Source: an optimization exercise on an open RTL-to-GDS flow (aim: small area, a short achievable clock period and few clock cycles). Production flows keep margins and buffers that such runs may drop.
In this exercise RTL edits were held to simulation tests only and were not proved equivalent to the original.
Power figures rest on the tool's default switching activity, not on a simulated workload.

==> flow/design.v <==
module CONVCOR(	
	clk, 
	rst_n, 
	in_valid, 
	in_a,
	in_b,
	in_mode,	
	out_valid, 
	out
);
input              clk;
input              rst_n;
input              in_valid;
input 	[15:0]     in_a;
input 	[15:0]     in_b;
input 	           in_mode;
output  reg        out_valid;
output  reg [35:0] out;
reg signed [7:0] a_real, a_img, b_real, b_img;
reg signed [7:0] a0_real, a0_img, a1_real, a1_img, a2_real, a2_img, a3_real, a3_img, a4_real, a4_img;
reg signed [7:0] b0_real, b0_img, b1_real, b1_img, b2_real, b2_img;
reg signed [17:0] out_real, out_img;
reg mode, mode_chk;
reg a_chk, b_chk, a0_chk, a1_chk, a2_chk, a3_chk, a4_chk, b0_chk, b1_chk, b2_chk;
reg cal_valid, clear;
reg signed [35:0] out_tmp;
always @( posedge clk ) 
begin
	if (!rst_n) 
	begin
		out <= 0;
		out_valid <= 0;
		out_tmp <= 0;
		cal_valid <= 0;
		clear <= 0;
		mode <= 0;
		mode_chk <= 0;
		{a_real,a_img} <= 0;
		{b_real,b_img} <= 0;
		{out_real,out_img} <= 0;
		{a0_real,a0_img} <= 0;
		{a1_real,a1_img} <= 0;
		{a2_real,a2_img} <= 0;
		{a3_real,a3_img} <= 0;
		{a4_real,a4_img} <= 0;
		{b0_real,b0_img} <= 0;
		{b1_real,b1_img} <= 0;
		{b2_real,b2_img} <= 0;
		a_chk <= 0;
		b_chk <= 0;
		a0_chk <= 0;
		a1_chk <= 0;
		a2_chk <= 0;
		a3_chk <= 0;
		a4_chk <= 0;
		b0_chk <= 0;
		b1_chk <= 0;
		b2_chk <= 0;
	end
	else
	begin
	if (in_valid) 
	begin
		{a_real,a_img,a_chk} <= {in_a,1'b1};
		{b_real,b_img,b_chk} <= {in_b,1'b1};
	end
	else if (!cal_valid)
	begin
		out_valid <= 0;
		out <= 0;
	end
	else if (cal_valid)
	begin
		out <= {out_real,out_img};
		out_valid <= 1;
	end
	if (mode==1 && mode_chk==1)
	begin
		out_real <= out_real + ((a_real*b_real)-(a_img*-b_img));
		out_img <= out_img + ((a_real*-b_img)+(a_img*b_real));
		if (!in_valid)
		begin
			cal_valid <= 1;
			clear <= 1;
		end
	end
	else if (mode==0 && mode_chk==1)
	begin
		if (!(b2_chk))
		begin
			{a0_real,a0_img,a0_chk} <= {a_real,a_img,a_chk};
			{a1_real,a1_img,a1_chk} <= {a0_real,a0_img,a0_chk};
			{a2_real,a2_img,a2_chk} <= {a1_real,a1_img,a1_chk};
			{b0_real,b0_img,b0_chk} <= {b_real,b_img,b_chk};
			{b1_real,b1_img,b1_chk} <= {b0_real,b0_img,b0_chk};
			{b2_real,b2_img,b2_chk} <= {b1_real,b1_img,b1_chk};
		end
		else if (b2_chk)
		begin
			out_real <= ( ((a2_real*b2_real)-(a2_img*b2_img))+((a3_real*b1_real)-(a3_img*b1_img))+((a4_real*b0_real)-(a4_img*b0_img)) );
			out_img <= ( ((a2_img*b2_real)+(a2_real*b2_img))+((a3_img*b1_real)+(a3_real*b1_img))+((a4_img*b0_real)+(a4_real*b0_img)) );
			{a0_real,a0_img,a0_chk} <= 0;
			{a1_real,a1_img,a1_chk} <= {a0_real,a0_img,a0_chk};
			{a2_real,a2_img,a2_chk} <= {a1_real,a1_img,a1_chk};
			{a3_real,a3_img,a3_chk} <= {a2_real,a2_img,a2_chk};
			{a4_real,a4_img,a4_chk} <= {a3_real,a3_img,a3_chk};
			if (a2_chk||a3_chk||a4_chk) 
			begin
				cal_valid <= 1;
			end
			else 
			begin
				cal_valid <= 0;
				clear <= 1;
			end
		end 
	end
	if (in_valid && !mode_chk) 
	begin
		mode <= in_mode;
		mode_chk <= 1;
	end
	if (clear)
	begin
		cal_valid <= 0;
		mode <= 0;
		mode_chk <= 0;
		{a_real,a_img,a_chk} <= 0;
		{b_real,b_img,b_chk} <= 0;
		{a0_real,a0_img,a0_chk} <= 0;
		{a1_real,a1_img,a1_chk} <= 0;
		{a2_real,a2_img,a2_chk} <= 0;
		{a3_real,a3_img,a3_chk} <= 0;
		{a4_real,a4_img,a4_chk} <= 0;
		{b0_real,b0_img,b0_chk} <= 0;
		{b1_real,b1_img,b1_chk} <= 0;
		{b2_real,b2_img,b2_chk} <= 0;
		{out_real,out_img} <= 0;
		clear <= 0;
	end
	end
end
endmodule
==> flow/run.sh <==
#!/bin/bash
# synth_recipe.tcl (not shown) runs the flow's synth.tcl, then flattens the netlist and writes it again
# the make line also repeats each setting of config.mk as NAME=value (left out here)
make -C /OpenROAD-flow-scripts/flow DESIGN_CONFIG=/design/flow/config.mk WORK_HOME=/design/flow/orfs CLKGATE_MAP_FILE= SYNTH_SCRIPT=/design/flow/synth_recipe.tcl finish
==> flow/config.mk <==
export PLATFORM = sky130hd
export DESIGN_NAME = CONVCOR
export DESIGN_NICKNAME = CONVCOR
export VERILOG_FILES = /design/flow/design.v
export SDC_FILE = /design/flow/constraint.sdc
export NUM_CORES = 4
export LEC_CHECK = 0
export CAP_MARGIN = 20
export CORE_MARGIN = 2
export CORE_UTILIZATION = 40
export SLEW_MARGIN = 20
==> flow/constraint.sdc <==
create_clock -name core_clock -period 10.0 [get_ports {clk}]
set_input_delay 2.0000 -clock core_clock [delete_from_list [all_inputs] [get_ports {clk}]]
set_output_delay 2.0000 -clock core_clock [all_outputs]
set_load 0.01 [all_outputs]
==> reports/results.tsv <==
stage	metric	value	unit
floorplan	die_w	376	um
cells_and_area	drive_gt1_share	3.27	%
critical_path	cp_max_fo	18	
clocking	cts_buffers	31	
yosys	yosys_register_bits	246	
critical_path	cp.required	10.49	ns
yosys	ys_warn_count	1	
critical_path	cpMostUsedCell	fa_1	
timing	finalSetupTns	0	ns
critical_path	max_stage_delay	1.01	ns
detailed_routing	first_pass_iters	6	
placement	place_area	58300	um2
critical_path	cpMaxStageDelayCell	dfxtp_1	
critical_path	cp.arrival	9.11	ns
critical_path	r2r_slack	1.38	ns
cells_and_area	fin_util	43.2	%
critical_path	rr_endpoint	out_img[17]$_SDFFE_PP0P_	
detailed_routing	vias_per_cell	5.02	
critical_path	startpoint_type	flip-flop	
cells_and_area	n_fill_cell	13400	
yosys	synth.largest_area_cell	fa_1	
clocking	post-cts-setup-buffers	0	
timing	slew_headroom	20.1	%
floorplan	start_util	40.3	%
clocking	cts_tree	done	
power	vdd_ir_drop_max	0.288	mV
timing	setup_viol	0	
placement	io_buffers	72	
timing	tightest_slew	1.20	ns
floorplan	dieArea	142000	um2
yosys	yosys_most_used_dff	dfxtp_1	
clocking	clock_latency	0.62	ns
detailed_routing	drt_wl_total	162	mm
cells_and_area	top_regs	out (36), out_img (18), out_real (18)	
clocking	cts_resized	0	
yosys	syn_nets	7684	
detailed_routing	wl_per_cell	21.1	um
yosys	synth_top_area_share	48.3	%
cells_and_area	multi_input_comb_area	44200	um2
min_path	min_path_type	flip-flop to flip-flop	
timing	grt_setup_unrepaired	false	
yosys	syn_inst	5887	
cells_and_area	top_register	out	
yosys	synth.area.top_cells	fa_1, inv_1, ha_1	
floorplan	dieHeight	376	um
clocking	clockBufferDepth	3	
cells_and_area	seqCellArea	4930	um2
timing	worst_slack	1.38	ns
timing	final.min_clock_period	8.62	ns
clocking	clockRootBuffer	clkbuf_16	
floorplan	boundaryPins	73	
timing	skew	0.0276	ns
detailed_routing	drc_errors	0	
detailed_routing	drtAntennaViolNets	0	
yosys	synth-edff-count	0	
global_route	grt_pass1_vias	42000	
critical_path	endpoint_kind	flip-flop	
detailed_routing	vias	38500	
yosys	netlist_area	55400	um2
power	power_density	100	nW/um2
cells_and_area	final_cell_mix	inv_1, fa_1, nand2_1	
critical_path	r2r_cells	25	
cells_and_area	nets	7647	
yosys	synth.distinct_cells	53	
clocking	cts_sinks	246	
cells_and_area	final_common_cell	inv_1	
floorplan	fp-row-count	136	
clocking	cts-htree-levels	1	
global_route	grt_max_degree	77	
clocking	clk_pin_slew	0.06	ns
power	p_leak	0.0289	uW
placement	gp_congestion	0.929	
cells_and_area	final_area	59400	um2
cells_and_area	largest_reg_flops	36	
global_route	grt_antenna_before_repair	3	
min_path	hold_end	a1_img[7]$_SDFFE_PP0P_	
critical_path	crit_type	flip-flop to flip-flop	
timing	fin_crit_sh	86.2	%
yosys	yosysSeqAreaShare	8.89	%
global_route	grt_util_all_layers	24.0	%
min_path	whs_path_depth	2	
cells_and_area	area_delta_synth_final	7.20	%
global_route	grt_overflow	0	
detailed_routing	drt_iter0_drc	2776	
clocking	cts.hold.buffers_added	0	
status	status	complete, no violations	
run	cap_violations	0	
critical_path	worstReg2RegStart	b0_real[0]$_SDFFE_PP0P_	
placement	hpwlAfterDp	131	mm
global_route	grt_pass1_wl	256	mm
timing	final-max-slew-violation-count	0	
yosys	synthArstFlopShare	0	%
min_path	hp-start	a0_img[7]$_SDFFE_PP0P_	
floorplan	core-area	137000	um2
timing	max_clock_freq	0.116	GHz
placement	place_ws	1.43	ns
timing	finalHoldViolCount	0	
yosys	syn_area_per_cell	9.41	um2
[power by group]
part           leakage (uW)  switching [uW]  internal, uW
clock              0.000512             504           698
combinational        0.0264            2210          1460
sequential          0.00199            61.8          1000
total                0.0289            2780          3170
[worst max path at each step]
stage	slack, ns	to	start	cells after the start
finish	1.38	out_img[17]$_SDFFE_PP0P_	b0_real[0]$_SDFFE_PP0P_	25
detailed placement	1.43	out_img[17]$_SDFFE_PP0P_	b0_real[0]$_SDFFE_PP0P_	25
floorplan	2.42	out_real[17]$_SDFFE_PP0P_	a3_real[7]$_SDFFE_PP0P_	27
global placement	1.57	out_img[17]$_SDFFE_PP0P_	b0_real[0]$_SDFFE_PP0P_	25
CTS	1.44	out_img[17]$_SDFFE_PP0P_	b0_real[0]$_SDFFE_PP0P_	25
global route	1.01	out_img[17]$_SDFFE_PP0P_	b0_real[0]$_SDFFE_PP0P_	25
[layout make-up]
class | count | area share (%)
antenna | 2 | 0.00843
multi-input combinational | 3952 | 74.4
clock inverter | 11 | 0.259
tap | 1794 | 3.78
sequential | 246 | 8.29
clock buffer | 44 | 1.51
inverter | 1428 | 9.02
timing repair buffer | 191 | 2.71
[kinds of logic after synthesis]
group	Yosys count	share of synthesized area, %
muxes	34	0.616
adders and majority gates	1761	57.9
and+or+nand+nor	1621	14.6
DFF	246	8.89
buffers and inverters	1689	11.4
AOI/OAI and AO/OA	379	4.08
xor gates and xnor gates	157	2.48
[routing by layer]
layer | routed length, um | share of wire [%] | track usage (%)
met5 | 13 | 0.0080 | 0
met4 | 6690 | 4.1 | 8.07
met3 | 11300 | 7.0 | 3.14
met2 | 74100 | 46 | 38.2
met1 | 69500 | 43 | 33.7
[cells in the mapped netlist (11+ instances only)]
cell / instances
nand3b_1: 18
o21ai_0: 47
a21o_1: 13
nand2b_1: 72
o21ai_1: 11
xnor2_1: 128
a211oi_1: 12
clkbuf_1: 256
and2_1: 564
nor2_1: 111
nand3_1: 13
dfxtp_1: 246
nand2_1: 702
fa_1: 1337
inv_1: 1428
mux2i_1: 33
ha_1: 424
xor2_1: 29
nor2b_1: 102
nor3_1: 22
a22oi_1: 35
a21oi_1: 197
[worst max-delay path: cells and delay by family, from the launching register on]
kind,cells,cell delay (ns)
adders and majority gates,10,4.72
AOI/OAI and AO/OA,6,1.23
buffers and inverters,5,0.59
xor gates and xnor gates,1,0.17
DFF,1,1.01
and+or+nand+nor,3,0.75
[stage by stage]
| step | total power (uW) | instances | hold slack [ns] |
|---|---|---|---|
| floorplan | 3660 | 5887 | 0.432 |
| global placement | 4740 | 7611 | 0.439 |
| detailed placement | 4780 | 7611 | 0.443 |
| CTS | 6000 | 7666 | 0.451 |
| global route | 6460 | 7666 | 0.463 |
| finish | 5950 | 7668 | 0.449 |
Testbench counts, summed over its fixed seeds: cycles 20,290.

## re-timing with driven ports
No port has a modelled driver above. Below, the same layout with a new extraction and two added sets of constraints. Step 1 (the two cells are an assumption about what drives the block):
set clk [get_ports {clk}]
set_driving_cell -lib_cell sky130_fd_sc_hd__clkbuf_16 $clk
set_driving_cell -lib_cell sky130_fd_sc_hd__buf_2 [delete_from_list [all_inputs] $clk]
Step 2 adds t to the input delays and takes it off the output delays; t is the mean of the earliest and latest rising clock arrival at the registers after step 1. Input paths then give back, and output paths get back, about the clock's delay inside the block. Slacks: no drivers / after step 1 / after step 2; pairs: no drivers / after step 1.
t, ns: 0.677
setup WS [ns]: 1.376 / 1.376 / 1.376
slew at the worst register clock pin (ns): 0.07 / 0.07
After both steps this run still meets setup and hold. For this run, drivers alone change the setup slack by 0.000 ns; drivers and shift together by 0.000 ns.
